This design comes from an exercise in tuning for small area, a short achievable clock period and few clock cycles per item on the open sky130 flow, not from production work. In this exercise RTL edits were held to simulation tests only and were not proved equivalent to the original.

Setup of run C:
Design matvecmult, start of the top module:
module matvecmult(
    CLK,
    RST,
    vector_x,
    vector_b,
    vector_y,
    Q,
    A,
    finish
);
Size: ~1,400 cells after synthesis, ~520 I/O pins, ~16,000 sq um of cells after synthesis.
==> flow/config.mk <==
export PLATFORM = sky130hd
export DESIGN_NAME = matvecmult
export DESIGN_NICKNAME = matvecmult
export VERILOG_FILES = /design/flow/design.v
export SDC_FILE = /design/flow/constraint.sdc
export NUM_CORES = 4
export LEC_CHECK = 0
export CAP_MARGIN = 20
export CORE_MARGIN = 2
export CORE_UTILIZATION = 55
export SLEW_MARGIN = 20
export SYNTH_HIERARCHICAL = 1
export SYNTH_MINIMUM_KEEP_SIZE = 0
==> flow/constraint.sdc <==
create_clock -name core_clock -period 10.0 [get_ports {CLK}]
set_input_delay 2.0000 -clock core_clock [delete_from_list [all_inputs] [get_ports {CLK}]]
set_output_delay 2.0000 -clock core_clock [all_outputs]
set_load 0.01 [all_outputs]
standard.sh (not shown) runs the stock make flow with config.mk's settings and CLKGATE_MAP_FILE= SYNTH_SCRIPT=/design/flow/synth_recipe.tcl, a recipe that flattens the netlist after the stock synthesis.
==> flow/flow/run.sh <==
#!/bin/bash
set -euo pipefail
export BUFFER_PORTS_ARGS="-buffer_cell sky130_fd_sc_hd__buf_1"
export SETUP_SLACK_MARGIN=7.0
bash standard.sh > standard_make.log 2>&1
The final layout from run C, which completed every stage, passed the timing, design-rule and antenna checks at the end of the flow.
Testbench counts of run C, summed over its fixed seeds: cycles 43,200, items 2,400.
Setup changes, run C to run B
Settings: CORE_UTILIZATION now 40, was 55.
==> flow/flow/run.sh <==
#!/bin/bash
set -euo pipefail
export BUFFER_PORTS_ARGS="-buffer_cell sky130_fd_sc_hd__buf_1"
export SETUP_SLACK_MARGIN=6.5
bash standard.sh > standard_make.log 2>&1
--- outcome ---
NOTE: met3 layer usage reported by global route in run B falls short of that of run C
Global-route wire length before repair: run B better than run C
Delta (run B minus run C): layout-stage area growth over the synthesis result now sits lower, proportion of layout cells with a drive suffix above 1 fell 26 points.
Run B against run C: final instance count without filler cells has increased, post-place setup slack has increased.
The higher clock skew came out of run C.
From run C to run B the numbers moved as follows: highest clock frequency the design can meet has decreased, setup slack has decreased.


Another version of the RTL of matvecmult (not shown whole).
For scale: about 1400 cells after synthesis, ~240 flip-flops.
## matvecmult
module matvecmult(
    CLK,
    RST,
    vector_x,
    vector_b,
    vector_y,
    Q,
    A,
    finish
);
input               CLK;
input               RST;
input       [127:0] vector_x;
input       [127:0] vector_b;
output      [127:0] vector_y;
input       [127:0] Q;
output      [3:0]   A;
output              finish;
reg  [4:0] cnt;
reg        rs;
reg  [2:1] val;          
reg  [2:1] done;         
reg        fin;
reg  [7:0] y_r [0:15];
reg  [7:0] bsel;
integer    i;
reg        skip;                        
reg  [3:0] ar;                          
wire [3:0] a_w = {cnt[3:1], cnt[0] ^ skip} | {4{cnt[4]}};
wire [3:0] a_o;
mv_or2 ua0 (.a(ar[0]), .b(skip), .y(a_o[0]));
assign a_o[3:1] = ar[3:1];
wire       fetched = cnt[4];            
assign A = a_o;
assign finish = fin;
always @(posedge CLK) begin
    rs   <= RST;
    skip <= RST & ~rs;
    val  <= {val, ~RST & ~fetched & (a_w != 4'd0)};
end
always @(posedge CLK or posedge RST) begin
    if (RST) begin
        cnt  <= 5'd0;
        ar   <= 4'd0;
        done <= {2{1'b0}};
        fin  <= 1'b0;
    end else begin
        if (!fetched) begin
            cnt <= cnt + (skip ? 5'd2 : 5'd1);
            if (ar != 4'd15)
                ar <= {ar[3:1] + {2'b0, ar[0]}, ~ar[0]} + {3'b0, skip};
        end
        done <= {done, fetched};
        fin  <= done[1];
    end
end
always @(posedge CLK)
    bsel <= vector_b[8*a_w +: 8];
wire p1;
wire p2;
wire p3;
wire p4;
wire p5;
wire p6;
wire p7;
wire p8;
wire p9;
wire p10;
wire p11;
wire p12;
  ...
export LEC_CHECK = 0
export CAP_MARGIN = 20
export CORE_MARGIN = 2
export CORE_UTILIZATION = 40
export SLEW_MARGIN = 20
export SYNTH_HIERARCHICAL = 1
export SYNTH_MINIMUM_KEEP_SIZE = 0
create_clock -name core_clock -period 10.0 [get_ports {CLK}]
==> flow/flow/run.sh <==
#!/bin/bash
set -euo pipefail
export PRE_GLOBAL_PLACE_TCL="$PWD/flow/buffer_ports.tcl"
export SETUP_SLACK_MARGIN=6.5
bash standard.sh > standard_make.log 2>&1
==> flow/flow/buffer_ports.tcl <==
# Port buffers: buf_2 on the inputs (they fan out to several gates), buf_1 on
# the outputs.  Replaces the single buffer_ports call of global_place.tcl.
rename buffer_ports my_orig_buffer_ports
proc buffer_ports {args} {
  my_orig_buffer_ports -inputs -buffer_cell sky130_fd_sc_hd__buf_2
  my_orig_buffer_ports -outputs -buffer_cell sky130_fd_sc_hd__buf_1
}
The first run produced a clean layout.
Testbench counts at the start, summed over its fixed seeds: cycles 43,200, items 2,400.
Edit:
==> flow/flow/run.sh (replaced) <==
#!/bin/bash
set -euo pipefail
export PRE_GLOBAL_PLACE_TCL="$PWD/flow/buffer_ports.tcl"
bash standard.sh > standard_make.log 2>&1
==> flow/flow/buffer_ports.tcl (replaced) <==
# Port buffers: buf_2 on the inputs that feed the partial products (Q and
# vector_x fan out to several gates), buf_1 on the other inputs and on the
# outputs.  Replaces the single buffer_ports call of global_place.tcl.
rename buffer_ports my_orig_buffer_ports
proc buffer_ports {args} {
  my_orig_buffer_ports -inputs -buffer_cell sky130_fd_sc_hd__buf_2
  my_orig_buffer_ports -outputs -buffer_cell sky130_fd_sc_hd__buf_1
  set small [get_lib_cells sky130_fd_sc_hd__buf_1]
  set n 0
  foreach port [get_ports {vector_b* RST}] {
    foreach pin [get_pins -of_objects [get_nets -of_objects $port]] {
      set inst [get_cells -of_objects $pin]
      if {[get_property [get_property $inst liberty_cell] name] eq "sky130_fd_sc_hd__buf_2"} {
        replace_cell $inst $small
        incr n
      }
    }
  }
  puts "buffer_ports.tcl: $n input buffers set to buf_1"
}
--- a/flow/config.mk
+++ b/flow/config.mk
@@ -8,5 +8,5 @@
 export CAP_MARGIN = 20
 export CORE_MARGIN = 2
-export CORE_UTILIZATION = 40
+export CORE_UTILIZATION = 50
 export SLEW_MARGIN = 20
 export SYNTH_HIERARCHICAL = 1
Now the flow did not get past 3_3_place_gp on STA-0100.
Area after synthesis does not change.
Synthesized cell count is unchanged.
Edit:
==> flow/flow/buffer_ports.tcl (replaced) <==
# Port buffers: buf_2 on the inputs (they fan out to several gates), buf_1 on
# the outputs.  Replaces the single buffer_ports call of global_place.tcl.
rename buffer_ports my_orig_buffer_ports
proc buffer_ports {args} {
  my_orig_buffer_ports -inputs -buffer_cell sky130_fd_sc_hd__buf_2
  my_orig_buffer_ports -outputs -buffer_cell sky130_fd_sc_hd__buf_1
}
--- a/flow/config.mk
+++ b/flow/config.mk
@@ -8,5 +8,6 @@
 export CAP_MARGIN = 20
 export CORE_MARGIN = 2
-export CORE_UTILIZATION = 50
+export CORE_UTILIZATION = 62
+export PLACE_DENSITY = 0.75
 export SLEW_MARGIN = 20
 export SYNTH_HIERARCHICAL = 1
Effect: This time the run ran to the end with no violations; synthesized area stays the same; synthesized cell count stays the same.

[static timing again, ports no longer ideal]
In the flow no input, the clock included, has a driving cell. The finished layouts below were timed again as built, in two steps.
Step 1 assumes that a clkbuf_16 drives the clock port and a buf_2 every other input.
Step 2 moves the port delays by t, midway between the first and last clock arrival at a register: inputs arrive t later, outputs are due t later. That takes back most of the time a late clock gives input paths.
Slacks: no drivers / after step 1 / after step 2; pairs: no drivers / after step 1.
| run | t, ns | setup slack, ns | hold WS [ns] | worst setup path after step 2 | pins driven straight from the clock port |
|---|---|---|---|---|---|
| run C | 0.563 | 6.261 / 6.261 / 5.791 | 0.366 / 0.366 / 0.366 | input to register | 1 |
| run B | 0.562 | 6.105 / 6.105 / 5.798 | 0.347 / 0.347 / 0.347 | input to register | 1 |
| the first run of note 2 | 0.575 | 6.505 / 6.527 / 5.952 | 0.328 / 0.328 / 0.328 | input to register | 1 |
| the third run of note 2 | 0.571 | 6.386 / 6.414 / 5.843 | 0.325 / 0.325 / 0.325 | input to register | 1 |
After both steps setup and hold are still met in every run listed. The setup slack of the first run of note 2, which loses most, moves by +0.022 ns with the drivers and by -0.553 ns with both steps.
